From an optimization exercise on the open Yosys and OpenROAD flow, aimed at small area, a short achievable clock period and few clock cycles; shortcuts taken in it are not production practice.
RTL that was checked went through simulation tests only; none was proved equivalent to the original.
Function not checked in runs 2 to 4: the RTL went through the layout flow alone.
No activity file was given, so power comes from the tool's default toggle rates.

### flow/design.v
module processing_element (clock , r , s1 ,s2
   ,s1s2_mux , new_dist, accumulate, r_pipe);
  input clock;
  input [7:0] r;      
  input [7:0] s1;     
  input [7:0] s2;     
  input  s1s2_mux;    
  input  new_dist;    
  output [7:0] accumulate;     
  output [7:0] r_pipe;         
  reg [7:0]  r_pipe, accumulate, accumulate_in, difference;
  reg carry, borrow;
  always @(posedge clock) r_pipe <= r;
  always @(posedge clock) accumulate <=  accumulate_in;
  always @(*)
    begin
      if (s1s2_mux)
        {borrow, difference} = {1'b0, r} - {1'b0, s1};    
      else
        {borrow, difference} = {1'b0, r} - {1'b0, s2};    
      if (borrow) difference = 0 - difference;
        {carry, accumulate_in} = difference + accumulate;
        if (carry == 1) accumulate_in = 8'hFF;     
        if (new_dist == 1) accumulate_in = difference;
    end
endmodule
module controller (clock, reset, start, s1s2_mux, new_dist, comp_start,
   pe_ready, vector_x, vector_y, address_r, address_s1, address_s2, done);
input clock;
input reset;  
input start;  
output [15:0] s1s2_mux;
output [15:0] new_dist;
output comp_start;
output [15:0] pe_ready;
output [3:0] vector_x, vector_y;
output [7:0] address_r;
output [9:0] address_s1, address_s2;
output done;
reg [15:0] s1s2_mux;
reg [15:0] new_dist;
reg comp_start;
reg [15:0] pe_ready;
reg [3:0] vector_x, vector_y;
reg [7:0] address_r;
reg [9:0] address_s1, address_s2;
reg [12:0] count;
reg completed;
reg [11:0] temp;
integer i;
always @(posedge clock)
   if (reset) count <= 16 * 257;
   else if (completed == 0) count <= count + 1'b1;
   else if (start == 0 ) count <= 13'b0;
always @(*)
   begin
      for (i = 0; i < 16; i = i + 1)
         begin
            new_dist[i] = (count[7:0] == i );
            pe_ready[i] = (new_dist[i] && !(count < 256));
            s1s2_mux[i] = (count[3:0] >= i);
            comp_start = (!(count < 256));
         end
      temp = count[11:0] - 16;
      address_r = count[7:0];
      address_s1 = (count[11:8] + count[7:4]) * 31 + count[3:0];
      address_s2 = (temp[11:8] + temp[7:4]) * 31 + temp[3:0] + 16;
      vector_x = count[3:0] - 8;
      vector_y = count[11:8] - 9;
      completed = (count[12:0] == (16 * 257));
   end
assign done = completed;
endmodule
module comparator (clock, comp_start, pe_out, pe_ready, vector_x,
  vector_y, best_dist, motion_x, motion_y);
input clock;
input comp_start;
input [127:0] pe_out;             
input [15:0] pe_ready;            
input [3:0] vector_x, vector_y;   
output [7:0] best_dist;           
output [3:0] motion_x, motion_y;
reg [7:0] best_dist;
reg [7:0] new_dist;
reg [3:0] motion_x, motion_y;
reg new_best;
always@(posedge clock)
  if(comp_start == 0) best_dist <= 8'hFF;    
  else if (new_best == 1) 
    begin
      best_dist <= new_dist;
      motion_x <= vector_x;
      motion_y <= vector_y;
    end 
always @(*)
  begin
    case(pe_ready)
      16'b0000000000000001 :new_dist = pe_out[7:0];       
      16'b0000000000000010 :new_dist = pe_out[15:8];      
      16'b0000000000000100 :new_dist = pe_out[23:16];
      16'b0000000000001000 :new_dist = pe_out[31:24];
      16'b0000000000010000 :new_dist = pe_out[39:32];
      16'b0000000000100000 :new_dist = pe_out[47:40];
      16'b0000000001000000 :new_dist = pe_out[55:48];
      16'b0000000010000000 :new_dist = pe_out[63:56];
      16'b0000000100000000 :new_dist = pe_out[71:64];
      16'b0000001000000000 :new_dist = pe_out[79:72];
      16'b0000010000000000 :new_dist = pe_out[87:80];
      16'b0000100000000000 :new_dist = pe_out[95:88];
      16'b0001000000000000 :new_dist = pe_out[103:96];
      16'b0010000000000000 :new_dist = pe_out[111:104];
      16'b0100000000000000 :new_dist = pe_out[119:112];
      16'b1000000000000000 :new_dist = pe_out[127:120];
      default              :new_dist = 8'hFF;           
    endcase
    if ((|pe_ready == 0) || (comp_start == 0)) new_best = 0;
    else if (new_dist < best_dist)   
      new_best = 1;
    else 
      new_best = 0;
  end
endmodule
module top_module (clock, reset, start, r, s1, s2, address_r, address_s1, address_s2,
   best_dist, motion_x, motion_y, done);
input clock, reset, start;
input [7:0] r;
input [7:0] s1, s2;
output [7:0] best_dist, address_r;
output [3:0] motion_x, motion_y;
output [9:0] address_s1, address_s2;
output done;
wire comp_start;
wire [127:0] pe_out;
wire [15:0] s1s2_mux, new_dist, pe_ready;
wire [9:0] address_s1, address_s2;
wire [7:0] best_dist, address_r;
wire [3:0] vector_x, vector_y;
wire [7:0] r, r_pipe0, r_pipe1, r_pipe2, r_pipe3, r_pipe4, r_pipe5, r_pipe6, r_pipe7, r_pipe8, r_pipe9, r_pipe10, r_pipe11, r_pipe12;
wire [7:0] r_pipe13, r_pipe14, r_pipe15;   
comparator comparador(.clock(clock), .comp_start(comp_start), .pe_out(pe_out),
   .pe_ready(pe_ready), .vector_x(vector_x), .vector_y(vector_y),
   .best_dist(best_dist), .motion_x(motion_x), .motion_y(motion_y));
controller controlador(.clock(clock), .reset(reset), .start(start), .s1s2_mux(s1s2_mux),
   .new_dist(new_dist), .comp_start(comp_start), .pe_ready(pe_ready),
   .vector_x(vector_x), .vector_y(vector_y), .address_r(address_r),
   .address_s1(address_s1), .address_s2(address_s2), .done(done));   
processing_element pe0(.clock(clock), .r(r), .s1(s1), .s2(s2), .s1s2_mux(s1s2_mux[0]), .new_dist(new_dist[0]), .accumulate(pe_out [7 : 0]) , .r_pipe(r_pipe0));
processing_element pe1(.clock(clock), .r(r_pipe0), .s1(s1), .s2(s2), .s1s2_mux(s1s2_mux[1]), .new_dist(new_dist[1]), .accumulate(pe_out [15 : 8]) , .r_pipe(r_pipe1));  
processing_element pe2(.clock(clock), .r(r_pipe1), .s1(s1), .s2(s2), .s1s2_mux(s1s2_mux[2]), .new_dist(new_dist[2]), .accumulate(pe_out [23 : 16]) , .r_pipe(r_pipe2));  
processing_element pe3(.clock(clock), .r(r_pipe2), .s1(s1), .s2(s2), .s1s2_mux(s1s2_mux[3]), .new_dist(new_dist[3]), .accumulate(pe_out [31 : 24]) , .r_pipe(r_pipe3));    
processing_element pe4(.clock(clock), .r(r_pipe3), .s1(s1), .s2(s2), .s1s2_mux(s1s2_mux[4]), .new_dist(new_dist[4]), .accumulate(pe_out [39 : 32]) , .r_pipe(r_pipe4));  
processing_element pe5(.clock(clock), .r(r_pipe4), .s1(s1), .s2(s2), .s1s2_mux(s1s2_mux[5]), .new_dist(new_dist[5]), .accumulate(pe_out [47 : 40]) , .r_pipe(r_pipe5));  
processing_element pe6(.clock(clock), .r(r_pipe5), .s1(s1), .s2(s2), .s1s2_mux(s1s2_mux[6]), .new_dist(new_dist[6]), .accumulate(pe_out [55 : 48]) , .r_pipe(r_pipe6));       
processing_element pe7(.clock(clock), .r(r_pipe6), .s1(s1), .s2(s2), .s1s2_mux(s1s2_mux[7]), .new_dist(new_dist[7]), .accumulate(pe_out [63 : 56]) , .r_pipe(r_pipe7));  
processing_element pe8(.clock(clock), .r(r_pipe7), .s1(s1), .s2(s2), .s1s2_mux(s1s2_mux[8]), .new_dist(new_dist[8]), .accumulate(pe_out [71 : 64]) , .r_pipe(r_pipe8));  
processing_element pe9(.clock(clock), .r(r_pipe8), .s1(s1), .s2(s2), .s1s2_mux(s1s2_mux[9]), .new_dist(new_dist[9]), .accumulate(pe_out [79 : 72]) , .r_pipe(r_pipe9));    
processing_element pe10(.clock(clock), .r(r_pipe9), .s1(s1), .s2(s2), .s1s2_mux(s1s2_mux[10]), .new_dist(new_dist[10]), .accumulate(pe_out [87 : 80]) , .r_pipe(r_pipe10));  
processing_element pe11(.clock(clock), .r(r_pipe10), .s1(s1), .s2(s2), .s1s2_mux(s1s2_mux[11]), .new_dist(new_dist[11]), .accumulate(pe_out [95 : 88]) , .r_pipe(r_pipe11));  
processing_element pe12(.clock(clock), .r(r_pipe11), .s1(s1), .s2(s2), .s1s2_mux(s1s2_mux[12]), .new_dist(new_dist[12]), .accumulate(pe_out [103 : 96]) , .r_pipe(r_pipe12));        
processing_element pe13(.clock(clock), .r(r_pipe12), .s1(s1), .s2(s2), .s1s2_mux(s1s2_mux[13]), .new_dist(new_dist[13]), .accumulate(pe_out [111 : 104]) , .r_pipe(r_pipe13));  
processing_element pe14(.clock(clock), .r(r_pipe13), .s1(s1), .s2(s2), .s1s2_mux(s1s2_mux[14]), .new_dist(new_dist[14]), .accumulate(pe_out [119 : 112]) , .r_pipe(r_pipe14));  
processing_element pe15(.clock(clock), .r(r_pipe14), .s1(s1), .s2(s2), .s1s2_mux(s1s2_mux[15]), .new_dist(new_dist[15]), .accumulate(pe_out [127 : 120]) , .r_pipe(r_pipe15));  
endmodule
### flow/config.mk
export PLATFORM = sky130hd
export DESIGN_NAME = top_module
export DESIGN_NICKNAME = top_module
export VERILOG_FILES = /design/flow/design.v
export SDC_FILE = /design/flow/constraint.sdc
export NUM_CORES = 4
export LEC_CHECK = 0
export CAP_MARGIN = 20
export CORE_MARGIN = 2
export CORE_UTILIZATION = 35
export PLACE_DENSITY = 0.55
export SLEW_MARGIN = 20
### flow/run.sh
#!/bin/bash
# synth_recipe.tcl (not shown) runs the flow's synth.tcl, then flattens the netlist and writes it again
# the make line also repeats each setting of config.mk as NAME=value (left out here)
make -C /OpenROAD-flow-scripts/flow DESIGN_CONFIG=/design/flow/config.mk WORK_HOME=/design/flow/orfs CLKGATE_MAP_FILE= SYNTH_SCRIPT=/design/flow/synth_recipe.tcl finish
### flow/constraint.sdc
create_clock -name core_clock -period 7.0 [get_ports {clock}]
set_input_delay 1.4000 -clock core_clock [delete_from_list [all_inputs] [get_ports {clock}]]
set_output_delay 1.4000 -clock core_clock [all_outputs]
set_load 0.01 [all_outputs]
==> impl_metrics.env, run 1 <==
export IMPL_clk_pin_slew_ns=0.06
export IMPL_seqPwrFrac=0.190
export IMPL_io_pins=72
export IMPL_ys_seq_area_frac=0.2349
export IMPL_synth_area_mm2=0.02394
export IMPL_grt_first_pass_wirelength_um=123900
export IMPL_critical_path_max_stage_delay_ns=0.53
export IMPL_cts_tree="yes"
export IMPL_min_period_ns=6.755
export IMPL_worstMarginPinSlew_ns=1.139
export IMPL_hold_class="reg -> reg"
export IMPL_synth_edf_count=8
export IMPL_postPlaceCellArea_mm2=0.02606
export IMPL_ant_nets=0
export IMPL_cts_path_max_buffers=3
export IMPL_syn_num_nets=3162
export IMPL_grt_pass1_vias=20796
export IMPL_cts_made_buffers=36
export IMPL_cp_data_required_time_ns=5.60
export IMPL_hold_buffers=0
export IMPL_p_sw_mw=5.676
export IMPL_swShare=0.4404
export IMPL_setup_viol=0
export IMPL_synth_ff_latch_count=277
export IMPL_drive_gt1_frac=0.07267
export IMPL_drt_initial_drc_count=1340
export IMPL_period_share=0.9650
export IMPL_synth_flop_cell="dfxtp_1"
export IMPL_top_register="controlador.count"
export IMPL_fin_util=0.4063
export IMPL_path_cells="buf_4, nor3_1, nor3b_2, xnor2_1, inv_1, fa_1, nor2b_1, o21ai_0, nand2b_1, inv_2, fa_1, ha_1, inv_1, fa_1, inv_1, ha_1, a21oi_1, o21bai_1, a21o_1, a21oi_1, xnor2_1, buf_2"
export IMPL_rsz0062_at_grt="no"
export IMPL_cp_depth=22
export IMPL_path_delay_family="adder cells"
export IMPL_reg2reg_depth=15
export IMPL_cts_htree_levels=2
export IMPL_die_w_um=265.6
export IMPL_max_vdd_ir_drop_v=0.0005658
export IMPL_grt_usage=0.2295
export IMPL_fmax_ghz=0.1480
export IMPL_min_path_cells=0
export IMPL_endpoint_kind="primary output"
export IMPL_grt_max_degree=24
export IMPL_synth_area_per_cell_um2=8.806
export IMPL_ys_types=76
export IMPL_internal_power_mw=7.212
export IMPL_worstSkewPairLatency_ns=0.58
export IMPL_crit_arrival_ns=5.36
export IMPL_cts_sinks=277
export IMPL_max_cap_viol_count=0
export IMPL_drc=0
export IMPL_fin_skew_ns=0.01851
export IMPL_core_area_mm2=0.06740
export IMPL_wl_per_cell_um=21.69
export IMPL_place_hpwl_um=64540
export IMPL_drt_pass1_iterations=7
export IMPL_start_util=0.3553
export IMPL_nets=3294
export IMPL_synth_most_common_cell="ha_1"
export IMPL_die_area_mm2=0.07052
export IMPL_crit_type="reg -> out"
export IMPL_status="finished clean"
export IMPL_worstSetupStartpointType="flop"
export IMPL_synth_top_area_share=0.2249
export IMPL_critPathBufInv=6
export IMPL_row_count=95
export IMPL_clkPwrFrac=0.149
export IMPL_gp_congestion=0.9773
export IMPL_ys_async_sr_fraction=0
export IMPL_antenna_found_initial=3
export IMPL_port_buffers=71
export IMPL_grt_overflow=0
export IMPL_drv_slew=0
export IMPL_stdcell_count=3750
export IMPL_syn2layout_area_growth_pct=14.36
export IMPL_cp_max_fo=6
export IMPL_tns_ns=0
export IMPL_design_area_mm2=0.02738
export IMPL_wl_um=81350
export IMPL_yosysTopAreaCell="dfxtp_1"
export IMPL_hold_ws_ns=0.3512
export IMPL_synthTopCellsByCount="ha_1 (358), dfxtp_1 (269), nor2_1 (266), xnor2_1 (202), inv_1 (182)"
export IMPL_cts_root_buf="clkbuf_16"
export IMPL_combPwrFrac=0.661
export IMPL_ys_top_cells_by_area="dfxtp_1 (22%), ha_1 (19%), xnor2_1 (7.4%)"
export IMPL_power_density_mw_per_mm2=470.7
export IMPL_vias=21040
export IMPL_hold_violations=0
export IMPL_vias_per_cell=5.611
export IMPL_die_y_um=265.6
export IMPL_ys_warn_count=3
export IMPL_dp_cells=3679
export IMPL_crit_path_top_delay_cell="fa_1"
export IMPL_power_leakage_nw=11.83
export IMPL_syn_inst=2719
export IMPL_max_slew_margin=0.2346
export IMPL_largest_reg_flops=13
[final timing paths]
path                                            from                     end  slack (ns)
worst max-delay path            controlador.count[4]           address_s2[8]        0.24
worst min-delay path                   pe6.r_pipe[0]           pe7.r_pipe[0]        0.35
worst max register to register  controlador.count[1]  comparador.motion_x[1]        0.67
worst min register to register         pe6.r_pipe[0]           pe7.r_pipe[0]        0.35
[per-stage QoR]
stage                     power, mW  worst slack (ns)
final                         12.89            0.2448
after global routing          14.01          0.003916
after CTS                     12.90          0.009450
after detailed placement      10.94           0.03403
after global placement        10.69            0.2523
after floorplan               8.564            0.3891
[metal layers]
metal / global-route usage / routed length, um / share of wire / vias to the layer above
li1: - / - / - / 10085
met1: 0.2910 / 35830 / 0.44 / 10160
met2: 0.3825 / 37000 / 0.45 / 625
met3: 0.02999 / 4276 / 0.053 / 166
met4: 0.1151 / 4223 / 0.052 / 4
met5: 0 / 23 / 0.00028 / -
[cell families (layout without fill, tap and decap cells)]
| logic type | count (synthesis) | in the layout | share of synthesized area |
|---|---|---|---|
| adder cells (fa/ha/maj) | 416 | 416 | 0.2356 |
| multiplexers | 66 | 66 | 0.02848 |
| flip-flops | 277 | 277 | 0.2349 |
| XOR/XNOR | 265 | 265 | 0.09693 |
| buffers and inverters | 253 | 410 | 0.04274 |
| other | 0 | 1 | 0 |
| AND/OR/NAND/NOR | 657 | 657 | 0.1305 |
| AO/OA/AOI/OAI | 785 | 785 | 0.2309 |
[cell usage in the layout, fill, tap and decap left out, types with 14 or more instances in the layout]
cell type	Yosys	final
a21o_1	47	47
nor3_1	52	51
o21a_1	83	83
clkbuf_16	0	36
ha_1	358	357
nand2b_1	42	42
o21ai_0	111	111
o21bai_1	19	19
xor2_1	63	62
a211oi_1	22	22
o41ai_1	16	16
xnor2_1	202	200
o31ai_1	40	40
o22a_1	108	108
nor2b_1	69	69
nand3_1	28	28
nand4_1	19	19
buf_4	9	87
inv_1	182	177
nor2_1	266	266
nand2_1	116	116
a32oi_1	14	14
a21oi_1	170	165
a22oi_1	24	24
mux2i_1	49	49
fa_1	58	57
dfxtp_1	269	266
o31a_1	19	19
a21boi_0	17	17
a2bb2oi_1	17	17
mux2_2	17	17
clkdlybuf4s50_1	0	67
[layout make-up]
| type | instances | area [um2] |
|---|---|---|
| Multi-Input combinational cell | 2189 | 17370 |
| Inverter | 188 | 708.2 |
| Clock buffer | 49 | 1040 |
| Fill cell | 6625 | 40010 |
| Antenna cell | 1 | 2.502 |
| Timing Repair Buffer | 159 | 1371 |
| Sequential cell | 277 | 5632 |
| Clock inverter | 14 | 167.7 |
| Tap cell | 873 | 1092 |
[power groups by stage]
stage	clock network, mW	registers, mW	logic [mW]
finish	1.92	2.44	8.52
floorplan	0	2.23	6.33
detailed placement	0	2.47	8.47
CTS	1.96	2.44	8.50
global placement	0	2.47	8.22
global route	2.02	2.46	9.53
[worst reg2reg max path, stage by stage, from the launching register on]
cell and delay, ns:
dfxtp_1 0.72, ha_1 0.85, nor3_1 0.17, o211ai_1 0.29
nor2b_1 0.26, a222oi_1 0.60, nand3_1 0.25, nor3_1 0.42
nand3_1 0.22, ha_1 0.35, a21oi_1 0.15, nor2_1 0.06
a2111oi_0 0.60, o41ai_1 0.31, or2_1 0.41, inv_1 0.31
[timing repair]
action	in CTS	in global routing
resized for setup	14	16
pin swaps	0	6
setup buffers	1	6
endpoints found under the setup margin	8	9
Testbench counts, summed over its fixed seeds: cycles 131,616.
==> run 2: changes to the inputs <==
==> flow/design.v (replaced) <==
module processing_element (clock, r, s1, s2, s1s2_mux, new_dist, accumulate, ovf, r_pipe);
  input clock;
  input [7:0] r;          
  input [7:0] s1, s2;     
  input s1s2_mux;         
  input new_dist;         
  output reg [7:0] accumulate;
  output reg ovf;
  output reg [7:0] r_pipe;
  reg [8:0] d;
  always @(posedge clock) begin
    r_pipe <= r;
    d <= {1'b0, r_pipe} - {1'b0, s1s2_mux ? s1 : s2};
  end
  wire b = d[8];
  wire [7:0] x = d[7:0] ^ {8{b}};             
  wire [7:0] a = new_dist ? 8'd0 : accumulate;
  wire [8:0] sum = {1'b0, a} + {1'b0, x} + {8'd0, b};
  always @(posedge clock) begin
    accumulate <= sum[7:0];
    ovf <= (ovf & ~new_dist) | sum[8];
  end
endmodule
module controller (clock, reset, start, n, address_s1, address_s2, done);
  input clock, reset, start;
  output reg [12:0] n;
  output reg [9:0] address_s1, address_s2;
  output reg done;
  wire c15 = (n[3:0] == 4'd15);
  wire w1 = c15 & (n[7:4] == 4'd15);    
  wire w2 = c15 & (n[7:4] == 4'd0);     
  wire [9:0] k1 = {w1, 3'b000, w1, w1 | c15, w1, w1, w1, w1 | ~c15};
  wire [9:0] k2 = {w2, 3'b000, w2, w2 | c15, w2, w2, w2, w2 | ~c15};
  always @(posedge clock) begin
    if (reset) done <= 1'b1;
    else if (done) done <= start;
    else done <= (n == 13'd4114);
    if (done) begin
      n <= 13'd0;
      address_s1 <= 10'd0;
      address_s2 <= 10'd450;    
    end else begin
      n <= n + 1'b1;
      address_s1 <= address_s1 + k1;
      address_s2 <= address_s2 + k2;
    end
  end
endmodule
module comparator (clock, done, start, n, pick, pe_out, pe_ovf, best_dist, motion_x, motion_y);
  input clock, done, start;
  input [12:0] n;
  input [15:0] pick;         
  input [127:0] pe_out;
  input [15:0] pe_ovf;
  output reg [7:0] best_dist;
  output reg [3:0] motion_x, motion_y;
  reg [7:0] cv;
  reg cval;
  reg [7:0] v;
  reg o;
  integer k;
  always @(*) begin
    v = 8'd0;
    o = 1'b0;
    for (k = 0; k < 16; k = k + 1) begin
      v = v | (pe_out[k*8 +: 8] & {8{pick[k]}});
      o = o | (pe_ovf[k] & pick[k]);
    end
  end
  wire ready = (|pick) & (n[12:8] != 5'd0);
  always @(posedge clock) begin
    cv <= v;
    cval <= ready & ~o;
    if (done) begin
      if (!start) best_dist <= 8'hFF;
    end else if (cval && (cv < best_dist)) begin
      best_dist <= cv;
      motion_x <= n[3:0] + 4'd5;     
      motion_y <= n[11:8] + 4'd7;    
    end
  end
endmodule
module top_module (clock, reset, start, r, s1, s2, address_r, address_s1, address_s2,
   best_dist, motion_x, motion_y, done);
input clock, reset, start;
input [7:0] r;
input [7:0] s1, s2;
output [7:0] best_dist, address_r;
output [3:0] motion_x, motion_y;
output [9:0] address_s1, address_s2;
output done;
wire [12:0] n;
wire [127:0] pe_out;
wire [15:0] pe_ovf;
wire [135:0] rp;
reg [7:0] s1q, s2q;
reg [15:0] therm;      
wire [15:0] pick;
always @(posedge clock) begin
  s1q <= s1;
  s2q <= s2;
end
always @(*)
  case (n[3:0])
    4'd0:  therm = 16'hFFFF;
    4'd1:  therm = 16'h0001;
    4'd2:  therm = 16'h0003;
    4'd3:  therm = 16'h0007;
    4'd4:  therm = 16'h000F;
    4'd5:  therm = 16'h001F;
    4'd6:  therm = 16'h003F;
    4'd7:  therm = 16'h007F;
    4'd8:  therm = 16'h00FF;
    4'd9:  therm = 16'h01FF;
    4'd10: therm = 16'h03FF;
    4'd11: therm = 16'h07FF;
    4'd12: therm = 16'h0FFF;
    4'd13: therm = 16'h1FFF;
    4'd14: therm = 16'h3FFF;
    default: therm = 16'h7FFF;
  endcase
assign address_r = n[7:0];
assign rp[7:0] = r;
controller ctl (.clock(clock), .reset(reset), .start(start), .n(n),
  .address_s1(address_s1), .address_s2(address_s2), .done(done));
comparator cmp (.clock(clock), .done(done), .start(start), .n(n), .pick(pick),
  .pe_out(pe_out), .pe_ovf(pe_ovf), .best_dist(best_dist), .motion_x(motion_x),
  .motion_y(motion_y));
genvar g;
generate
  for (g = 0; g < 16; g = g + 1) begin : pe
    assign pick[g] = (n[7:0] == g + 2);
    processing_element u (.clock(clock), .r(rp[g*8 +: 8]), .s1(s1q), .s2(s2q),
      .s1s2_mux(therm[g]), .new_dist(pick[g]),
      .accumulate(pe_out[g*8 +: 8]), .ovf(pe_ovf[g]), .r_pipe(rp[g*8+8 +: 8]));
  end
endgenerate
endmodule
==> impl_metrics.env, run 2 <==
export IMPL_synth_flop_cell="dfxtp_1"
export IMPL_synth_area_mm2=0.02636
export IMPL_worstHoldStart="pe[13].u.r_pipe[3]"
export IMPL_met1_length_um=36490
export IMPL_crit_path_top_delay_cell="ha_1"
export IMPL_critPathBufInv=1
export IMPL_path_cells="ha_1, inv_1, nor2_4, nand2_1, and2_1, fa_1, a21o_1, a21oi_1, nor2b_1, o31a_1, o21ai_0, nand2_1"
export IMPL_cts_tree="yes"
export IMPL_wl_um=74730
export IMPL_mostFrequentLayoutCell="dfxtp_1"
export IMPL_drc=0
export IMPL_nets=3058
export IMPL_cts_sinks=506
export IMPL_die_area_mm2=0.07752
export IMPL_status="finished clean"
export IMPL_max_cap_viol_count=0
export IMPL_critical_path_max_stage_delay_ns=0.73
export IMPL_core_area_mm2=0.07445
export IMPL_cts_root_buf="clkbuf_16"
export IMPL_drive_gt1_frac=0.06022
export IMPL_post_place_ws_ns=2.788
export IMPL_ys_warn_count=4
export IMPL_routed_wl_met3_um=3059
export IMPL_hold_buffers=0
export IMPL_power_leakage_nw=13.37
export IMPL_rr_startpoint="ctl.n[0]"
export IMPL_tns_ns=0
export IMPL_drt_initial_drc_count=1305
export IMPL_grt_overflow=0
export IMPL_row_count=100
export IMPL_reg_largest_list="pe.u.d: 144 flops, pe.u.accumulate: 128 flops, pe.u.r_pipe: 128 flops"
export IMPL_syn_inst=2672
export IMPL_gp_congestion=0.9039
export IMPL_crit_type="reg -> reg"
export IMPL_grt_pass1_vias=19285
export IMPL_antenna_found_initial=0
export IMPL_port_buffers=71
export IMPL_cts_path_max_buffers=3
export IMPL_hold_violations=0
export IMPL_die_y_um=278.4
export IMPL_synth_ff_latch_count=506
export IMPL_ys_async_sr_fraction=0
export IMPL_min_period_ns=4.323
export IMPL_largest_reg_flops=144
export IMPL_postCtsSetupBuffers=0
export IMPL_syn_num_nets=3002
export IMPL_max_vdd_ir_drop_v=0.0002108
export IMPL_stdcell_count=3743
export IMPL_crit_arrival_ns=4.83
export IMPL_place_hpwl_um=57860
export IMPL_start_util=0.3541
export IMPL_setup_slack_ns=2.677
export IMPL_cp_max_fo=24
export IMPL_worstMarginPinSlew_ns=1.120
export IMPL_grt_max_degree=41
export IMPL_grt_usage=0.1912
export IMPL_ant_nets=0
export IMPL_final_cell_mix="dfxtp_1 (490), ha_1 (269), xor2_1 (185)"
export IMPL_ys_top_cells_by_area="dfxtp_1 (37%), ha_1 (13%), xor2_1 (6.1%)"
export IMPL_crit_path_frequent_cell="nand2_1"
export IMPL_worstSetupStartpointType="flop"
export IMPL_synth_top_area_share=0.3721
export IMPL_hold_class="reg -> reg"
export IMPL_cp_data_required_time_ns=7.51
export IMPL_hold_ws_ns=0.3272
export IMPL_grt_first_pass_wirelength_um=115000
export IMPL_ys_seq_area_frac=0.3904
export IMPL_top_layer="met4"
export IMPL_fin_util=0.4023
export IMPL_endpoint_kind="flop"
export IMPL_cts_htree_levels=2
export IMPL_vias_per_cell=5.114
export IMPL_wl_per_cell_um=19.96
export IMPL_max_slew_margin=0.2522
export IMPL_wl_met2_um=33250
export IMPL_die_w_um=278.4
export IMPL_clk_pin_slew_ns=0.07
export IMPL_ys_types=71
export IMPL_io_pins=72
export IMPL_yosysTopAreaCell="dfxtp_1"
export IMPL_dp_cells=3639
export IMPL_synth_edf_count=16
export IMPL_period_share=0.6176
export IMPL_worstSkewPairLatency_ns=0.62
export IMPL_drt_pass1_iterations=8
export IMPL_startpoint="ctl.n[0]"
export IMPL_rsz0062_at_grt="no"
export IMPL_setup_viol=0
export IMPL_fmax_ghz=0.2313
export IMPL_fin_skew_ns=0.03494
export IMPL_path_delay_family="simple AND/OR/NAND/NOR gates"
export IMPL_n_fill_cell=7163
export IMPL_syn2layout_area_growth_pct=13.63
export IMPL_synthTopCellsByCount="dfxtp_1 (490), ha_1 (269), xor2_1 (185), inv_1 (151), nand2_1 (143)"
export IMPL_synth_area_per_cell_um2=9.865
export IMPL_synth_most_common_cell="dfxtp_1"
export IMPL_power_density_mw_per_mm2=443.9
export IMPL_top_register="pe.u.d"
export IMPL_vias=19140
export IMPL_cts_made_buffers=56
export IMPL_ctsResizeCount=0
export IMPL_drv_slew=0
## run 2: power breakdown
part	total, mW	internal (mW)	switching, mW
Sequential	4.41	3.72	0.685
Combinational	5.78	2.73	3.05
Clock	3.11	1.86	1.25
## run 2: worst paths after layout
kind | endpoint | slack (ns) | cells after the start
max | pe[3].u.ovf | 2.68 | 12
min reg2reg | pe[14].u.r_pipe[3] | 0.33 | 0
min | pe[14].u.r_pipe[3] | 0.33 | 0
max reg2reg | pe[3].u.ovf | 2.68 | 12
## run 2: through the flow
step / power, mW / instance area (um2)
after global routing: 14.25 / 29950
after detailed placement: 10.15 / 27990
after floorplan: 8.687 / 26360
after CTS: 13.34 / 29950
after global placement: 10.02 / 27990
final: 13.30 / 29950
## run 2: final cells by class
class                           instances  area (um2)  area share
Antenna cell                            1       2.502  0.00008355
Clock buffer                           78        1639     0.05472
Clock inverter                         25       317.8     0.01061
Inverter                              153       574.3     0.01917
Multi-Input combinational cell       1920       15050      0.5026
Sequential cell                       506       10290      0.3436
Tap cell                              969        1212     0.04048
Timing Repair Buffer                   91       860.8     0.02874
## run 2: routing by layer
metal	global-route usage	up-vias
li1	-	9378
met1	0.2676	9198
met2	0.3081	438
met3	0.02569	126
met4	0.05184	0
met5	0	-
## run 2: cell families after synthesis
logic type	Yosys count	share of synthesized area
and+or+nand+nor	619	0.1209
AOI/OAI and AO/OA	553	0.1410
DFF	506	0.3904
xor gates and xnor gates	305	0.1013
adders and majority gates	303	0.1535
buffers and inverters	246	0.03850
muxes	140	0.05440
==> run 3: changes to the inputs <==
--- a/flow/design.v
+++ b/flow/design.v
@@ -7,18 +7,32 @@
   output reg [7:0] accumulate;
   output reg ovf;
   output reg [7:0] r_pipe;
-  reg [8:0] d;
+  reg [7:0] d;
+  reg b;
+  wire [7:0] sn = s1s2_mux ? ~s1 : ~s2;
+  wire [8:0] c1;
+  wire [7:0] d1;
+  assign c1[0] = 1'b1;
+  wire [7:0] x = d ^ {8{b}};
+  wire [7:0] a = accumulate & {8{~new_dist}};
+  wire [8:0] c2;
+  wire [7:0] s;
+  assign c2[0] = b;
+  genvar k;
+  generate
+    for (k = 0; k < 8; k = k + 1) begin : fa
+      assign d1[k] = r_pipe[k] ^ sn[k] ^ c1[k];
+      assign c1[k+1] = (r_pipe[k] & sn[k]) | (r_pipe[k] & c1[k]) | (sn[k] & c1[k]);
+      assign s[k] = a[k] ^ x[k] ^ c2[k];
+      assign c2[k+1] = (a[k] & x[k]) | (a[k] & c2[k]) | (x[k] & c2[k]);
+    end
+  endgenerate
   always @(posedge clock) begin
     r_pipe <= r;
-    d <= {1'b0, r_pipe} - {1'b0, s1s2_mux ? s1 : s2};
-  end
-  wire b = d[8];
-  wire [7:0] x = d[7:0] ^ {8{b}};             
-  wire [7:0] a = new_dist ? 8'd0 : accumulate;
-  wire [8:0] sum = {1'b0, a} + {1'b0, x} + {8'd0, b};
-  always @(posedge clock) begin
-    accumulate <= sum[7:0];
-    ovf <= (ovf & ~new_dist) | sum[8];
+    d <= d1;
+    b <= ~c1[8];
+    accumulate <= s;
+    ovf <= (ovf & ~new_dist) | c2[8];
   end
 endmodule
 module controller (clock, reset, start, n, address_s1, address_s2, done);
==> impl_metrics.env, run 3 <==
export IMPL_postCtsSetupBuffers=0
export IMPL_critical_path_max_stage_delay_ns=0.55
export IMPL_wl_um=61930
export IMPL_place_hpwl_um=47890
export IMPL_fin_skew_ns=0.02274
export IMPL_grt_overflow=0
export IMPL_tns_ns=0
export IMPL_worstSetupStartpointType="flop"
export IMPL_max_slew_margin=0.1869
export IMPL_max_cap_viol_count=0
export IMPL_syn_inst=2082
export IMPL_synth_top_area_share=0.4238
export IMPL_hold_ws_ns=0.3464
export IMPL_path_cells="inv_1, ha_1, and2_1, buf_4, nand2_4, a31oi_1, fa_1, fa_1, fa_1, fa_1, fa_1, fa_1, inv_1, fa_1"
export IMPL_period_share=0.7496
export IMPL_crit_path_top_delay_cell="dfxtp_1"
export IMPL_synth_xor_area_frac=0.05714
export IMPL_reg_largest_list="pe.u.accumulate: 128 flops, pe.u.d: 128 flops, pe.u.r_pipe: 128 flops"
export IMPL_ctsResizeCount=0
export IMPL_crit_path_frequent_cell="fa_1"
export IMPL_drt_initial_drc_count=993
export IMPL_ys_types=70
export IMPL_clk_pin_slew_ns=0.06
export IMPL_power_density_mw_per_mm2=400.1
export IMPL_grt_usage=0.1851
export IMPL_mostFrequentLayoutCell="dfxtp_1"
export IMPL_port_buffers=71
export IMPL_cts_sinks=506
export IMPL_cts_path_max_buffers=3
export IMPL_synth_mux_area_frac=0.06249
export IMPL_power_mw=10.62
export IMPL_synth_area_per_cell_um2=11.12
export IMPL_row_count=94
export IMPL_io_pins=72
export IMPL_setup_viol=0
export IMPL_grt_first_pass_wirelength_um=92670
export IMPL_antenna_cells=0
export IMPL_hold_class="reg -> reg"
export IMPL_die_area_mm2=0.06820
export IMPL_synthTopCellsByCount="dfxtp_1 (490), inv_1 (400), fa_1 (226), nand2_1 (148), mux2_2 (124)"
export IMPL_synth_area_mm2=0.02315
export IMPL_drt_pass1_iterations=8
export IMPL_ys_async_sr_fraction=0
export IMPL_synth_top_family_by_area="adder cells"
export IMPL_vias=13841
export IMPL_cp_data_required_time_ns=7.49
export IMPL_status="finished clean"
export IMPL_rsz0062_at_grt="no"
export IMPL_ant_nets=0
export IMPL_antenna_found_initial=1
export IMPL_endpoint_kind="flop"
export IMPL_worstMarginPinSlew_ns=1.218
export IMPL_ys_seq_area_frac=0.4446
export IMPL_ys_warn_count=4
export IMPL_gp_congestion=0.9261
export IMPL_syn2layout_area_growth_pct=14.74
export IMPL_post_place_ws_ns=1.733
export IMPL_wl_per_cell_um=20.37
export IMPL_fmax_ghz=0.1906
export IMPL_syn_num_nets=2381
export IMPL_crit_arrival_ns=5.74
export IMPL_core_area_mm2=0.06563
export IMPL_cts_made_buffers=56
export IMPL_synth_compound_area_share=0.05427
export IMPL_ys_top_cells_by_area="dfxtp_1 (42%), fa_1 (20%), inv_1 (6.5%)"
export IMPL_grt_max_degree=51
export IMPL_cts_tree="yes"
export IMPL_worstSkewPairLatency_ns=0.62
export IMPL_setup_slack_ns=1.752
export IMPL_drc=0
export IMPL_synth_fa_ha_area_frac=0.2203
export IMPL_hold_buffers=0
export IMPL_postPlaceCellArea_mm2=0.02461
export IMPL_drive_gt1_frac=0.1195
export IMPL_nets=2429
export IMPL_design_area_mm2=0.02656
export IMPL_synth_most_common_cell="dfxtp_1"
export IMPL_start_util=0.3527
export IMPL_crit_type="reg -> reg"
export IMPL_die_y_um=261.2
export IMPL_power_leakage_nw=11.92
export IMPL_hold_violations=0
export IMPL_cp_max_fo=11
export IMPL_synth_ff_latch_count=506
export IMPL_final_cell_mix="dfxtp_1 (488), inv_1 (400), fa_1 (226)"
export IMPL_yosysTopAreaCell="dfxtp_1"
export IMPL_min_period_ns=5.248
export IMPL_yosys_area_share_simple=0.07709
export IMPL_cts_htree_levels=2
export IMPL_grt_pass1_vias=14629
export IMPL_max_vdd_ir_drop_v=0.0002132
export IMPL_cts_root_buf="clkbuf_16"
export IMPL_die_w_um=261.2
export IMPL_synth_flop_cell="dfxtp_1"
export IMPL_drv_slew=0
export IMPL_vias_per_cell=4.553
export IMPL_synth_edf_count=16
-- run 3: cell count changes after synthesis, sizes merged, moves of 36 or more --
| cell | delta |
|---|---|
| mux2i | -118 |
| a21o | -67 |
| nor2b | -36 |
| a21oi | -123 |
| inv | +247 |
| and2 | -100 |
| fa | +192 |
| mux2 | +108 |
| xor2 | -155 |
| o21ai | -95 |
| ha | -223 |
| nor2 | -77 |
-- run 3: per-layer routing --
| metal | vias to the layer above | global-route usage | wire [um] |
|---|---|---|---|
| li1 | 6556 | - | - |
| met1 | 6818 | 0.2564 | 28510 |
| met2 | 355 | 0.2939 | 28300 |
| met3 | 110 | 0.03000 | 3221 |
| met4 | 2 | 0.06439 | 1881 |
| met5 | - | 0 | 12 |
-- run 3: kinds of logic after synthesis --
group	after synthesis
flip-flops	506
buffers and inverters	494
adder cells (fa/ha/maj)	272
AND/OR/NAND/NOR	354
XOR/XNOR	151
multiplexers	129
AO/OA/AOI/OAI	176
-- run 3: through the flow --
stage,instances,utilization
finish,3040,0.4047
global placement,2935,0.3747
CTS,3040,0.4047
global route,3040,0.4047
floorplan,2082,-
detailed placement,2936,0.3750
-- run 3: worst paths after layout --
check	slack (ns)	cells after the start	end	start
max reg2reg	1.75	14	pe[0].u.accumulate[7]	ctl.n[0]
min	0.35	0	pe[8].u.r_pipe[2]	pe[7].u.r_pipe[2]
max	1.75	14	pe[0].u.accumulate[7]	ctl.n[0]
min reg2reg	0.35	0	pe[8].u.r_pipe[2]	pe[7].u.r_pipe[2]
-- run 3: worst max-delay path: cells and delay by family, from the launching register on --
family / cells / cell delay, ns
AOI/OAI and AO/OA: 1 / 0.13
adders and majority gates: 8 / 3.51
buffers and inverters: 3 / 0.48
DFF: 1 / 0.55
and+or+nand+nor: 2 / 0.46
-- run 3: report_power, final --
group | switching, mW | internal, mW
Combinational | 1.70 | 1.43
Clock | 1.22 | 1.87
Sequential | 0.704 | 3.71
-- run 3: area by class of cell --
class                      instances  area (um2)
clock buffer                      81        1617
clock inverter                    23       332.8
fill                            6290       39070
inverter                         400        1501
multi-input combinational       1082       10920
sequential                       506       10290
tap                              864        1081
timing repair buffer              84       815.8
==> run 4: changes to the inputs <==
--- a/flow/design.v
+++ b/flow/design.v
@@ -7,32 +7,19 @@
   output reg [7:0] accumulate;
   output reg ovf;
   output reg [7:0] r_pipe;
-  reg [7:0] d;
+  reg [7:0] x;
   reg b;
-  wire [7:0] sn = s1s2_mux ? ~s1 : ~s2;
-  wire [8:0] c1;
-  wire [7:0] d1;
-  assign c1[0] = 1'b1;
-  wire [7:0] x = d ^ {8{b}};
-  wire [7:0] a = accumulate & {8{~new_dist}};
-  wire [8:0] c2;
-  wire [7:0] s;
-  assign c2[0] = b;
-  genvar k;
-  generate
-    for (k = 0; k < 8; k = k + 1) begin : fa
-      assign d1[k] = r_pipe[k] ^ sn[k] ^ c1[k];
-      assign c1[k+1] = (r_pipe[k] & sn[k]) | (r_pipe[k] & c1[k]) | (sn[k] & c1[k]);
-      assign s[k] = a[k] ^ x[k] ^ c2[k];
-      assign c2[k+1] = (a[k] & x[k]) | (a[k] & c2[k]) | (x[k] & c2[k]);
-    end
-  endgenerate
+  wire [8:0] d = {1'b0, r_pipe} - {1'b0, s1s2_mux ? s1 : s2};
   always @(posedge clock) begin
     r_pipe <= r;
-    d <= d1;
-    b <= ~c1[8];
-    accumulate <= s;
-    ovf <= (ovf & ~new_dist) | c2[8];
+    x <= d[7:0] ^ {8{d[8]}};
+    b <= d[8];
+  end
+  wire [7:0] a = new_dist ? 8'd0 : accumulate;
+  wire [8:0] sum = {1'b0, a} + {1'b0, x} + {8'd0, b};
+  always @(posedge clock) begin
+    accumulate <= sum[7:0];
+    ovf <= (ovf & ~new_dist) | sum[8];
   end
 endmodule
 module controller (clock, reset, start, n, address_s1, address_s2, done);
@@ -109,30 +96,15 @@
 wire [135:0] rp;
 reg [7:0] s1q, s2q;
 reg [15:0] therm;      
-wire [15:0] pick;
+reg [15:0] pick;       
 always @(posedge clock) begin
   s1q <= s1;
   s2q <= s2;
+  pick <= {pick[14:0], (n[7:0] == 8'd1)};
+  if (done) therm <= 16'hFFFF;
+  else if (therm[15]) therm <= 16'h0001;
+  else therm <= {therm[14:0], 1'b1};
 end
-always @(*)
-  case (n[3:0])
-    4'd0:  therm = 16'hFFFF;
-    4'd1:  therm = 16'h0001;
-    4'd2:  therm = 16'h0003;
-    4'd3:  therm = 16'h0007;
-    4'd4:  therm = 16'h000F;
-    4'd5:  therm = 16'h001F;
-    4'd6:  therm = 16'h003F;
-    4'd7:  therm = 16'h007F;
-    4'd8:  therm = 16'h00FF;
-    4'd9:  therm = 16'h01FF;
-    4'd10: therm = 16'h03FF;
-    4'd11: therm = 16'h07FF;
-    4'd12: therm = 16'h0FFF;
-    4'd13: therm = 16'h1FFF;
-    4'd14: therm = 16'h3FFF;
-    default: therm = 16'h7FFF;
-  endcase
 assign address_r = n[7:0];
 assign rp[7:0] = r;
 controller ctl (.clock(clock), .reset(reset), .start(start), .n(n),
@@ -143,7 +115,6 @@
 genvar g;
 generate
   for (g = 0; g < 16; g = g + 1) begin : pe
-    assign pick[g] = (n[7:0] == g + 2);
     processing_element u (.clock(clock), .r(rp[g*8 +: 8]), .s1(s1q), .s2(s2q),
       .s1s2_mux(therm[g]), .new_dist(pick[g]),
       .accumulate(pe_out[g*8 +: 8]), .ovf(pe_ovf[g]), .r_pipe(rp[g*8+8 +: 8]));
==> impl_metrics.env, run 4 <==
export IMPL_status="finished clean"
export IMPL_synth_top_area_share=0.3592
export IMPL_drc=0
export IMPL_drive_gt1_frac=0.05542
export IMPL_crit_arrival_ns=2.21
export IMPL_power_leakage_nw=14.04
export IMPL_synth_area_per_cell_um2=9.789
export IMPL_worstSetupStartpointType="flop"
export IMPL_die_w_um=287.9
export IMPL_syn_inst=2881
export IMPL_ys_top_cells_by_area="dfxtp_1 (36%), ha_1 (12%), xnor2_1 (4.9%)"
export IMPL_clk_pin_slew_ns=0.06
export IMPL_port_buffers=71
export IMPL_die_y_um=287.9
export IMPL_min_path_cells=0
export IMPL_postCtsSetupBuffers=0
export IMPL_period_share=0.5159
export IMPL_syn_num_nets=3223
export IMPL_cts_htree_levels=2
export IMPL_vias=20365
export IMPL_endpoint_kind="primary output"
export IMPL_nets=3258
export IMPL_max_slew_margin=0.2471
export IMPL_grt_max_degree=63
export IMPL_ys_seq_area_frac=0.3762
export IMPL_fin_util=0.3963
export IMPL_final_cell_mix="dfxtp_1 (504), ha_1 (265), inv_1 (218)"
export IMPL_reg2reg_depth=8
export IMPL_ant_nets=0
export IMPL_tns_ns=0
export IMPL_cts_path_max_buffers=3
export IMPL_r2r_setup_slack_ns=3.87
export IMPL_antenna_cells=0
export IMPL_hold_violations=0
export IMPL_yosys_area_share_simple=0.1370
export IMPL_drt_pass1_iterations=5
export IMPL_worstSkewPairLatency_ns=0.64
export IMPL_antenna_found_initial=2
export IMPL_fmax_ghz=0.2769
export IMPL_drv_slew=0
export IMPL_wl_per_cell_um=19.66
export IMPL_vias_per_cell=5.067
export IMPL_fin_skew_ns=0.03000
export IMPL_grt_first_pass_wirelength_um=118700
export IMPL_yosysTopAreaCell="dfxtp_1"
export IMPL_mostFrequentLayoutCell="dfxtp_1"
export IMPL_power_density_mw_per_mm2=413.8
export IMPL_cts_root_buf="clkbuf_16"
export IMPL_die_area_mm2=0.08286
export IMPL_hold_end="pe[12].u.r_pipe[0]"
export IMPL_synth_most_common_cell="dfxtp_1"
export IMPL_syn2layout_area_growth_pct=12.64
export IMPL_synth_ff_latch_count=522
export IMPL_cp_data_required_time_ns=5.60
export IMPL_hold_buffers=0
export IMPL_core_area_mm2=0.08016
export IMPL_start_util=0.3518
export IMPL_grt_overflow=0
export IMPL_ctsResizeCount=0
export IMPL_cts_sinks=522
export IMPL_worstMarginPinSlew_ns=1.128
export IMPL_crit_type="reg -> out"
export IMPL_synth_flop_cell="dfxtp_1"
export IMPL_grt_pass1_vias=19308
export IMPL_synth_mux_area_frac=0.05319
export IMPL_postPlaceCellArea_mm2=0.02990
export IMPL_ys_types=57
export IMPL_synth_top_family_by_area="adder cells"
export IMPL_post_place_ws_ns=3.923
export IMPL_min_period_ns=3.611
export IMPL_setup_slack_ns=3.389
export IMPL_hold_ws_ns=0.3534
export IMPL_rsz0062_at_grt="no"
export IMPL_max_vdd_ir_drop_v=0.0002156
export IMPL_synth_area_mm2=0.02820
export IMPL_synth_fa_ha_area_frac=0.1531
export IMPL_max_cap_viol_count=0
export IMPL_io_pins=72
export IMPL_hold_class="reg -> reg"
export IMPL_worstHoldStart="pe[11].u.r_pipe[0]"
export IMPL_gp_congestion=0.9178
export IMPL_design_area_mm2=0.03177
export IMPL_row_count=104
export IMPL_ys_async_sr_fraction=0
export IMPL_synth_compound_area_share=0.1445
export IMPL_setup_viol=0
export IMPL_ys_warn_count=4
export IMPL_place_hpwl_um=59780
export IMPL_cp_max_fo=62
export IMPL_synthTopCellsByCount="dfxtp_1 (506), ha_1 (265), inv_1 (218), nor2_1 (185), nor2b_1 (182)"
export IMPL_synth_edf_count=16
export IMPL_rr_startpoint="s1q[0]"
export IMPL_grt_usage=0.1886
export IMPL_reg_largest_list="pe.u.accumulate: 128 flops, pe.u.r_pipe: 128 flops, pe.u.x: 128 flops"
export IMPL_drt_initial_drc_count=1465
export IMPL_r2r_end="pe[14].u.x[0]"
export IMPL_wl_um=79030
export IMPL_cts_tree="yes"
export IMPL_cts_made_buffers=58
export IMPL_synth_xor_area_frac=0.09135
## run 4: cell types whose count changed in the layout (fill, tap and decap cells not counted), sizes merged, moves of 42 or more
cell,before,now
nand2,159,107
nor2,46,185
ha,46,265
inv,403,220
o21a,4,52
a21oi,16,95
mux2,124,15
mux2i,5,133
xor2,30,113
fa,226,50
o211ai,5,47
nor3,15,87
nor2b,32,182
a21o,20,72
## run 4: worst max path at each step
stage,start,to,slack [ns]
after CTS,ctl.done,done,3.34
final,ctl.done,done,3.39
after global placement,s1q[1],pe[3].u.x[7],3.92
after global routing,ctl.done,done,3.29
after detailed placement,therm[14],pe[14].u.x[5],3.92
after floorplan,therm[9],pe[9].u.x[5],4.07
## run 4: report_power, final
group	switching [mW]	total, mW	internal [mW]	leakage [nW]
logic	2.73	5.27	2.54	8.74
clock network	1.27	3.03	1.76	0.918
registers	0.897	4.85	3.95	4.38
total	4.90	13.1	8.25	14.0
## run 4: final cells by class
type | instances | area (um2)
Timing Repair Buffer | 85 | 815.8
Fill cell | 7967 | 48390
Multi-Input combinational cell | 2031 | 16330
Tap cell | 1060 | 1326
Clock inverter | 23 | 246.5
Sequential cell | 522 | 10610
Inverter | 218 | 818.3
Clock buffer | 80 | 1615
## run 4: per-stage QoR
| stage | power [mW] | instances |
|---|---|---|
| finish | 13.15 | 4019 |
| global route | 14.06 | 4019 |
| CTS | 13.21 | 4019 |
| detailed placement | 10.11 | 3916 |
| global placement | 10.10 | 3916 |
| floorplan | 8.600 | 2881 |
## run 4: per-layer routing
layer,global-route usage,vias to the layer above,routed length (um)
met5,0,-,0
met1,0.2669,9536,37850
li1,-,10185,-
met4,0.06684,0,2779
met3,0.02591,138,4072
met2,0.2924,506,34330
## run 4: worst max-delay path, cell delays in order (launching register included)
cell             delay, ns
dfxtp_2               0.31
buf_4                 0.59
clkdlybuf4s50_1       0.67
## run 4: kinds of logic after synthesis
| logic type | count (synthesis) |
|---|---|
| AND/OR/NAND/NOR | 753 |
| AO/OA/AOI/OAI | 535 |
| adder cells (fa/ha/maj) | 315 |
| buffers and inverters | 328 |
| XOR/XNOR | 280 |
| multiplexers | 148 |
| flip-flops | 522 |
==> run 5: changes to the inputs <==
--- a/flow/design.v
+++ b/flow/design.v
@@ -22,29 +22,76 @@
     ovf <= (ovf & ~new_dist) | sum[8];
   end
 endmodule
-module controller (clock, reset, start, n, address_s1, address_s2, done);
+module controller (clock, reset, start, n, address_s1, address_s2, done, idle);
   input clock, reset, start;
   output reg [12:0] n;
   output reg [9:0] address_s1, address_s2;
-  output reg done;
-  wire c15 = (n[3:0] == 4'd15);
-  wire w1 = c15 & (n[7:4] == 4'd15);    
-  wire w2 = c15 & (n[7:4] == 4'd0);     
-  wire [9:0] k1 = {w1, 3'b000, w1, w1 | c15, w1, w1, w1, w1 | ~c15};
-  wire [9:0] k2 = {w2, 3'b000, w2, w2 | c15, w2, w2, w2, w2 | ~c15};
+  output reg done;       
+  output reg idle;              
+  function [9:0] rowstart(input [3:0] k);
+    case (k)
+      4'd0: rowstart = 10'd31;
+      4'd1: rowstart = 10'd62;
+      4'd2: rowstart = 10'd93;
+      4'd3: rowstart = 10'd124;
+      4'd4: rowstart = 10'd155;
+      4'd5: rowstart = 10'd186;
+      4'd6: rowstart = 10'd217;
+      4'd7: rowstart = 10'd248;
+      4'd8: rowstart = 10'd279;
+      4'd9: rowstart = 10'd310;
+      4'd10: rowstart = 10'd341;
+      4'd11: rowstart = 10'd372;
+      4'd12: rowstart = 10'd403;
+      4'd13: rowstart = 10'd434;
+      4'd14: rowstart = 10'd465;
+      4'd15: rowstart = 10'd496;
+    endcase
+  endfunction
+  function [9:0] rowstart2(input [3:0] k);
+    case (k)
+      4'd0: rowstart2 = 10'd16;
+      4'd1: rowstart2 = 10'd47;
+      4'd2: rowstart2 = 10'd78;
+      4'd3: rowstart2 = 10'd109;
+      4'd4: rowstart2 = 10'd140;
+      4'd5: rowstart2 = 10'd171;
+      4'd6: rowstart2 = 10'd202;
+      4'd7: rowstart2 = 10'd233;
+      4'd8: rowstart2 = 10'd264;
+      4'd9: rowstart2 = 10'd295;
+      4'd10: rowstart2 = 10'd326;
+      4'd11: rowstart2 = 10'd357;
+      4'd12: rowstart2 = 10'd388;
+      4'd13: rowstart2 = 10'd419;
+      4'd14: rowstart2 = 10'd450;
+      4'd15: rowstart2 = 10'd481;
+    endcase
+  endfunction
+  wire last = n[12] & n[4] & n[1];     
+  wire c15 = &n[3:0];
+  wire w1 = c15 & (&n[7:4]);           
+  wire w2 = c15 & (n[7:4] == 4'd0);    
+  wire [9:0] step1 = {address_s1[9:4] + (c15 | (&address_s1[3:0])),
+                      (c15 ? address_s1[3:0] : address_s1[3:0] + 4'd1)};
+  wire [9:0] step2 = {address_s2[9:4] + (c15 | (&address_s2[3:0])),
+                      (c15 ? address_s2[3:0] : address_s2[3:0] + 4'd1)};
   always @(posedge clock) begin
-    if (reset) done <= 1'b1;
-    else if (done) done <= start;
-    else done <= (n == 13'd4114);
-    if (done) begin
+    if (reset) begin
+      done <= 1'b1;
+      idle <= 1'b1;
+    end else begin
+      done <= idle ? start : last;
+      idle <= done ? start : last;
+    end
+    if (idle) begin
       n <= 13'd0;
       address_s1 <= 10'd0;
-      address_s2 <= 10'd450;    
     end else begin
       n <= n + 1'b1;
-      address_s1 <= address_s1 + k1;
-      address_s2 <= address_s2 + k2;
+      address_s1 <= w1 ? rowstart(n[11:8]) : step1;
     end
+    address_s2 <= w2 ? rowstart2(n[11:8]) : step2;
   end
 endmodule
 module comparator (clock, done, start, n, pick, pe_out, pe_ovf, best_dist, motion_x, motion_y);
@@ -91,6 +138,7 @@
 output [9:0] address_s1, address_s2;
 output done;
 wire [12:0] n;
+wire idle;
 wire [127:0] pe_out;
 wire [15:0] pe_ovf;
 wire [135:0] rp;
@@ -101,15 +149,15 @@
   s1q <= s1;
   s2q <= s2;
   pick <= {pick[14:0], (n[7:0] == 8'd1)};
-  if (done) therm <= 16'hFFFF;
+  if (idle) therm <= 16'hFFFF;
   else if (therm[15]) therm <= 16'h0001;
   else therm <= {therm[14:0], 1'b1};
 end
 assign address_r = n[7:0];
 assign rp[7:0] = r;
 controller ctl (.clock(clock), .reset(reset), .start(start), .n(n),
-  .address_s1(address_s1), .address_s2(address_s2), .done(done));
-comparator cmp (.clock(clock), .done(done), .start(start), .n(n), .pick(pick),
+  .address_s1(address_s1), .address_s2(address_s2), .done(done), .idle(idle));
+comparator cmp (.clock(clock), .done(idle), .start(start), .n(n), .pick(pick),
   .pe_out(pe_out), .pe_ovf(pe_ovf), .best_dist(best_dist), .motion_x(motion_x),
   .motion_y(motion_y));
 genvar g;
==> impl_metrics.env, run 5 <==
export IMPL_n_fill_cell=7506
export IMPL_grt_max_degree=52
export IMPL_core_area_mm2=0.07721
export IMPL_r2r_setup_slack_ns=3.81
export IMPL_crit_path_top_delay_cell="dfxtp_1"
export IMPL_rr_startpoint="s1q[0]"
export IMPL_row_count=102
export IMPL_drive_gt1_frac=0.06189
export IMPL_power_density_mw_per_mm2=416.5
export IMPL_critical_path_max_stage_delay_ns=0.84
export IMPL_synth_top_area_share=0.3789
export IMPL_hold_buffers=0
export IMPL_reg_largest_list="pe.u.accumulate: 128 flops, pe.u.r_pipe: 128 flops, pe.u.x: 128 flops"
export IMPL_vias_per_cell=4.964
export IMPL_synth_area_per_cell_um2=9.784
export IMPL_grtUsageMet2=0.3022
export IMPL_r2r_end="pe[10].u.x[1]"
export IMPL_cts_made_buffers=59
export IMPL_crit_arrival_ns=3.66
export IMPL_drt_initial_drc_count=1183
export IMPL_cp_depth=9
export IMPL_crit_type="reg -> reg"
export IMPL_grt_usage=0.1851
export IMPL_worstHoldStart="pe[8].u.r_pipe[0]"
export IMPL_gp_congestion=0.8845
export IMPL_fmax_ghz=0.3130
export IMPL_syn_num_nets=3115
export IMPL_grt_pass1_vias=19023
export IMPL_cts_htree_levels=2
export IMPL_multi_input_area_mm2=0.01517
export IMPL_worstSetupStartpointType="flop"
export IMPL_syn2layout_area_growth_pct=13.95
export IMPL_rsz0062_at_grt="no"
export IMPL_vias=19525
export IMPL_die_y_um=282.8
export IMPL_synth_area_mm2=0.02721
export IMPL_place_hpwl_um=56650
export IMPL_ctsResizeCount=0
export IMPL_max_cap_viol_count=0
export IMPL_clk_pin_slew_ns=0.06
export IMPL_hold_end="pe[9].u.r_pipe[0]"
export IMPL_synth_edf_count=20
export IMPL_start_util=0.3524
export IMPL_setup_viol=0
export IMPL_nets=3178
export IMPL_postPlaceCellArea_mm2=0.02899
export IMPL_synth_ff_latch_count=535
export IMPL_cts_tree="yes"
export IMPL_critPathBufInv=0
export IMPL_min_path_cells=0
export IMPL_ys_types=71
export IMPL_period_share=0.4564
export IMPL_ys_async_sr_fraction=0
export IMPL_grt_first_pass_wirelength_um=112300
export IMPL_path_cells="mux2_2, ha_1, fa_1, nor2b_1, o21a_1, a31o_2, or2_1, a21boi_1, xnor2_1"
export IMPL_grt_overflow=0
export IMPL_cts_sinks=535
export IMPL_synth_most_common_cell="dfxtp_1"
export IMPL_max_slew_margin=0.3638
export IMPL_die_area_mm2=0.07998
export IMPL_final_cell_mix="dfxtp_1 (514), ha_1 (259), nor2b_1 (209)"
export IMPL_power_mw=12.91
export IMPL_ys_seq_area_frac=0.4010
export IMPL_cts_root_buf="clkbuf_16"
export IMPL_path_delay_family="compound AO/OA/AOI/OAI gates"
export IMPL_antenna_found_initial=0
export IMPL_wl_um=74570
export IMPL_hold_class="reg -> reg"
export IMPL_min_period_ns=3.195
export IMPL_die_w_um=282.8
export IMPL_mostFrequentLayoutCell="dfxtp_1"
export IMPL_power_leakage_nw=13.54
export IMPL_io_pins=72
export IMPL_drv_slew=0
export IMPL_seqCellArea_mm2=0.01091
export IMPL_ys_top_cells_by_area="dfxtp_1 (38%), ha_1 (12%), xnor2_1 (5.9%)"
export IMPL_wl_per_cell_um=18.96
export IMPL_worstSkewPairLatency_ns=0.62
export IMPL_fin_skew_ns=0.01960
export IMPL_drc=0
export IMPL_yosysTopAreaCell="dfxtp_1"
export IMPL_postCtsSetupBuffers=0
export IMPL_met3_usage=0.02462
export IMPL_cts_path_max_buffers=3
export IMPL_synth_flop_cell="dfxtp_1"
export IMPL_cp_data_required_time_ns=7.46
export IMPL_reg2reg_depth=9
export IMPL_design_area_mm2=0.03100
export IMPL_hold_violations=0
export IMPL_syn_inst=2781
export IMPL_max_vdd_ir_drop_v=0.0002143
export IMPL_fin_util=0.4016
export IMPL_gr_usage_met1=0.2519
export IMPL_status="finished clean"
export IMPL_hold_ws_ns=0.3493
export IMPL_synthTopCellsByCount="dfxtp_1 (515), ha_1 (259), nor2b_1 (209), inv_1 (198), nor2_1 (189)"
export IMPL_port_buffers=71
export IMPL_ys_warn_count=4
export IMPL_cp_max_fo=16
export IMPL_worstMarginPinSlew_ns=0.9530
export IMPL_busiest_layer="met2"
export IMPL_endpoint_kind="flop"
export IMPL_ant_nets=0
export IMPL_tns_ns=0
export IMPL_drt_pass1_iterations=5
[run 5: cell count changes after synthesis, moves of 32 or more]
cell / change
o211ai_1: -38
a21o_1: -41
nand3_1: -40
nor3_1: -36
clkbuf_1: -32
o21ai_0: +126
a21oi_1: +38
[run 5: layout make-up]
class | instances | area share
diodes | 1 | 0.00008071
multi-input cells | 1959 | 0.4894
clock inverters | 22 | 0.008313
repair buffers | 91 | 0.02776
flip-flops and latches | 535 | 0.3519
well taps | 1040 | 0.04197
inverters | 198 | 0.02397
clock buffers | 87 | 0.05654
[run 5: kinds of logic after synthesis]
logic type | after synthesis | synth area share
mux | 131 | 0.04888
simple gates | 664 | 0.1259
flops | 535 | 0.4010
xor+xnor | 275 | 0.08852
fa+ha+maj | 307 | 0.1544
compound gates | 582 | 0.1400
buf+inv | 287 | 0.04129
[run 5: stage by stage]
step	cells	setup WS, ns
after detailed placement	3823	3.769
after global placement	3823	3.842
final	3933	3.805
after floorplan	2781	4.232
after CTS	3932	3.756
after global routing	3932	3.625
[run 5: worst max-delay path by stage]
stage | end | slack, ns | startpoint
4_1_cts | pe[10].u.x[1] | 3.76 | s1q[0]
3_5_place_dp | pe[10].u.x[1] | 3.77 | s1q[0]
5_1_grt | pe[10].u.x[1] | 3.62 | s1q[0]
3_3_place_gp | pe[10].u.x[4] | 3.84 | s1q[0]
2_1_floorplan | pe[4].u.x[2] | 4.23 | therm[4]
6_report | pe[10].u.x[1] | 3.81 | s1q[0]
[run 5: power breakdown]
| group | internal [mW] | total [mW] | switching [mW] |
|---|---|---|---|
| sequential | 4.03 | 4.87 | 0.844 |
| combinational | 2.33 | 4.85 | 2.52 |
| clock | 1.91 | 3.19 | 1.28 |
| total | 8.27 | 12.9 | 4.64 |
[run 5: per-layer routing]
layer	vias to the layer above	wire, um
li1	9707	-
met1	9242	35400
met2	448	33460
met3	128	3326
met4	0	2379
met5	-	0
Testbench counts of run 5, summed over its fixed seeds: cycles 131,712.
==> run 6: changes to the inputs <==
--- a/flow/config.mk
+++ b/flow/config.mk
@@ -9,4 +9,5 @@
 export CORE_MARGIN = 2
 export CORE_UTILIZATION = 35
 export PLACE_DENSITY = 0.55
+export SETUP_SLACK_MARGIN = 4.4
 export SLEW_MARGIN = 20
==> impl_metrics.env, run 6 <==
export IMPL_swShare=0.3626
export IMPL_synth_xor_area_frac=0.08852
export IMPL_period_share=0.3775
export IMPL_vias=20021
export IMPL_internal_power_mw=8.421
export IMPL_path_cells="buf_2"
export IMPL_die_y_um=282.8
export IMPL_synth_compound_area_share=0.1400
export IMPL_cp_max_fo=2
export IMPL_seqPwrFrac=0.368
export IMPL_worstSkewPairLatency_ns=0.64
export IMPL_die_area_mm2=0.07998
export IMPL_stdcell_count=4012
export IMPL_max_slew_margin=0.4168
export IMPL_n_fill_cell=7486
export IMPL_status="finished clean"
export IMPL_synth_ff_latch_count=535
export IMPL_grt_pass1_vias=19370
export IMPL_core_area_mm2=0.07721
export IMPL_synth_area_per_cell_um2=9.784
export IMPL_ant_nets=0
export IMPL_syn_num_nets=3115
export IMPL_syn2layout_area_growth_pct=17.69
export IMPL_yosysTopAreaCell="dfxtp_1"
export IMPL_synth_top_area_share=0.3789
export IMPL_ys_types=71
export IMPL_setup_viol=0
export IMPL_path_delay_family="flip-flops"
export IMPL_seqCellArea_mm2=0.01108
export IMPL_critical_path_max_stage_delay_ns=0.43
export IMPL_hold_violations=0
export IMPL_port_buffers=71
export IMPL_clk_pin_slew_ns=0.06
export IMPL_fmax_ghz=0.3785
export IMPL_rsz0062_at_grt="yes"
export IMPL_synth_top_family_by_area="adder cells"
export IMPL_mostFrequentLayoutCell="dfxtp_1"
export IMPL_worstMarginPinSlew_ns=0.8748
export IMPL_grt_usage=0.1883
export IMPL_gp_congestion=0.8815
export IMPL_p_sw_mw=4.791
export IMPL_cts_root_buf="clkbuf_16"
export IMPL_dp_cells=3820
export IMPL_antenna_cells=0
export IMPL_multi_input_area_mm2=0.01547
export IMPL_ys_top_cells_by_area="dfxtp_1 (38%), ha_1 (12%), xnor2_1 (5.9%)"
export IMPL_wl_um=76800
export IMPL_final_cell_mix="dfxtp_1 (457), ha_1 (259), nor2b_1 (204)"
export IMPL_postPlaceCellArea_mm2=0.02897
export IMPL_drc=0
export IMPL_min_period_ns=2.642
export IMPL_max_vdd_ir_drop_v=0.0002262
export IMPL_synth_most_common_cell="dfxtp_1"
export IMPL_drv_slew=0
export IMPL_drive_gt1_frac=0.1353
export IMPL_wl_per_cell_um=19.14
export IMPL_syn_inst=2781
export IMPL_drt_pass1_iterations=5
export IMPL_synth_area_mm2=0.02721
export IMPL_vias_per_cell=4.990
export IMPL_crit_path_top_delay_cell="edfxtp_1"
export IMPL_synth_flop_cell="dfxtp_1"
export IMPL_row_count=102
export IMPL_ys_seq_area_frac=0.4010
export IMPL_cts_tree="yes"
export IMPL_yosys_area_share_simple=0.1259
export IMPL_ys_async_sr_fraction=0
export IMPL_endpoint_kind="primary output"
export IMPL_critPathBufInv=1
export IMPL_worstSetupStartpointType="flop"
export IMPL_synthTopCellsByCount="dfxtp_1 (515), ha_1 (259), nor2b_1 (209), inv_1 (198), nor2_1 (189)"
export IMPL_design_area_mm2=0.03202
export IMPL_start_util=0.3524
export IMPL_max_cap_viol_count=0
export IMPL_hold_class="reg -> reg"
export IMPL_reg_largest_list="pe.u.accumulate: 128 flops, pe.u.r_pipe: 128 flops, pe.u.x: 128 flops"
export IMPL_nets=3260
export IMPL_die_w_um=282.8
export IMPL_cts_path_max_buffers=3
export IMPL_io_pins=72
export IMPL_cts_sinks=535
export IMPL_power_leakage_nw=14.12
export IMPL_crit_type="reg -> out"
export IMPL_synth_edf_count=20
export IMPL_synth_fa_ha_area_frac=0.1544
export IMPL_antenna_found_initial=0
export IMPL_tns_ns=0
export IMPL_combPwrFrac=0.386
export IMPL_grt_overflow=0
export IMPL_clkPwrFrac=0.246
export IMPL_ys_warn_count=4
export IMPL_place_hpwl_um=58120
export IMPL_crit_arrival_ns=1.24
export IMPL_hold_ws_ns=0.3488
export IMPL_power_density_mw_per_mm2=412.6
export IMPL_cts_made_buffers=59
export IMPL_cts_htree_levels=2
export IMPL_cp_data_required_time_ns=5.60
export IMPL_synth_mux_area_frac=0.04888
export IMPL_fin_skew_ns=0.02335
export IMPL_drt_initial_drc_count=1189
export IMPL_fin_util=0.4147
export IMPL_grt_first_pass_wirelength_um=113800
export IMPL_grt_max_degree=52
-- run 6: cell counts after synthesis --
Identical to the previous run, type by type.
-- run 6: layout make-up --
type	instances	area share
sequential	535	0.3461
clock inverter	24	0.01051
clock buffer	83	0.05302
tap	1040	0.04064
multi-input combinational	1959	0.4831
inverter	198	0.02321
timing repair buffer	173	0.04345
-- run 6: per-stage QoR --
step	power (mW)	worst slack [ns]
after CTS	13.16	4.316
after global routing	14.11	4.311
after global placement	9.621	3.878
after detailed placement	9.790	3.800
after floorplan	8.293	4.404
final	13.21	4.358
-- run 6: worst register-to-register path, cell delays in order, from the launching register on --
cell	delay [ns]
dfxtp_4	0.41
mux2_2	0.36
ha_1	0.21
fa_1	0.40
nor2b_1	0.13
o21a_1	0.14
a31o_2	0.18
nor2_1	0.06
a2111oi_1	0.38
o22ai_1	0.13
-- run 6: what timing repair did --
| item | 4_1_cts | 5_1_grt |
|---|---|---|
| setup buffers | 39 | 46 |
| setup endpoints to repair | 209 | 148 |
| gates resized for setup | 293 | 61 |
| pin swaps | 12 | 15 |
| hold buffers | 0 | 0 |
-- run 6: power by group through the flow --
| stage | combinational, mW | sequential (mW) | clock [mW] |
|---|---|---|---|
| final | 5.10 | 4.86 | 3.25 |
| after CTS | 4.96 | 4.87 | 3.33 |
| after floorplan | 3.92 | 4.37 | 0 |
| after global placement | 4.67 | 4.95 | 0 |
| after detailed placement | 4.85 | 4.94 | 0 |
| after global routing | 5.74 | 4.91 | 3.46 |
-- run 6: routing by layer --
| layer | wire [um] | vias up | global-route usage | share of wire |
|---|---|---|---|---|
| li1 | - | 9883 | - | - |
| met1 | 36180 | 9548 | 0.2559 | 0.47 |
| met2 | 33900 | 454 | 0.2964 | 0.44 |
| met3 | 3621 | 136 | 0.03186 | 0.047 |
| met4 | 3102 | 0 | 0.07638 | 0.040 |
| met5 | 0 | - | 0 | 0 |
-- run 6: path summary, 6_finish.rpt --
kind | startpoint | endpoint | slack, ns | cells past startpoint
max | cmp.best_dist[1] | best_dist[1] | 4.36 | 1
min | pe[8].u.r_pipe[0] | pe[9].u.r_pipe[0] | 0.35 | 0
max reg2reg | therm[6] | pe[6].u.x[7] | 4.47 | 9
min reg2reg | pe[8].u.r_pipe[0] | pe[9].u.r_pipe[0] | 0.35 | 0
-- run 6: kinds of logic after synthesis --
group,count (synthesis)
XOR/XNOR,275
multiplexers,131
buffers and inverters,287
flip-flops,535
AO/OA/AOI/OAI,582
adder cells (fa/ha/maj),307
AND/OR/NAND/NOR,664

==> afterwards: timing with drivers on the ports <==
In the flow no input, the clock included, has a driving cell. The finished layouts below were timed again as built, in two steps. Step 1 assumes that a clkbuf_16 drives the clock port and a buf_2 every other input. Step 2 also shifts input and output timing later by t, the mid clock arrival at the registers, as if the neighbouring blocks saw the same clock. Three values: no drivers, after step 1, after step 2; two values: the first two.
run	shift t [ns]	slack for setup (ns)
run 1	0.631	0.245 / 0.184 / 0.401
run 2	0.671	2.677 / 2.677 / 2.677
run 3	0.665	1.752 / 1.752 / 1.752
run 4	0.689	3.389 / 3.325 / 3.867
run 5	0.683	3.805 / 3.799 / 3.805
run 6	0.693	4.358 / 4.294 / 4.057
After both steps setup and hold are still met in every run listed.
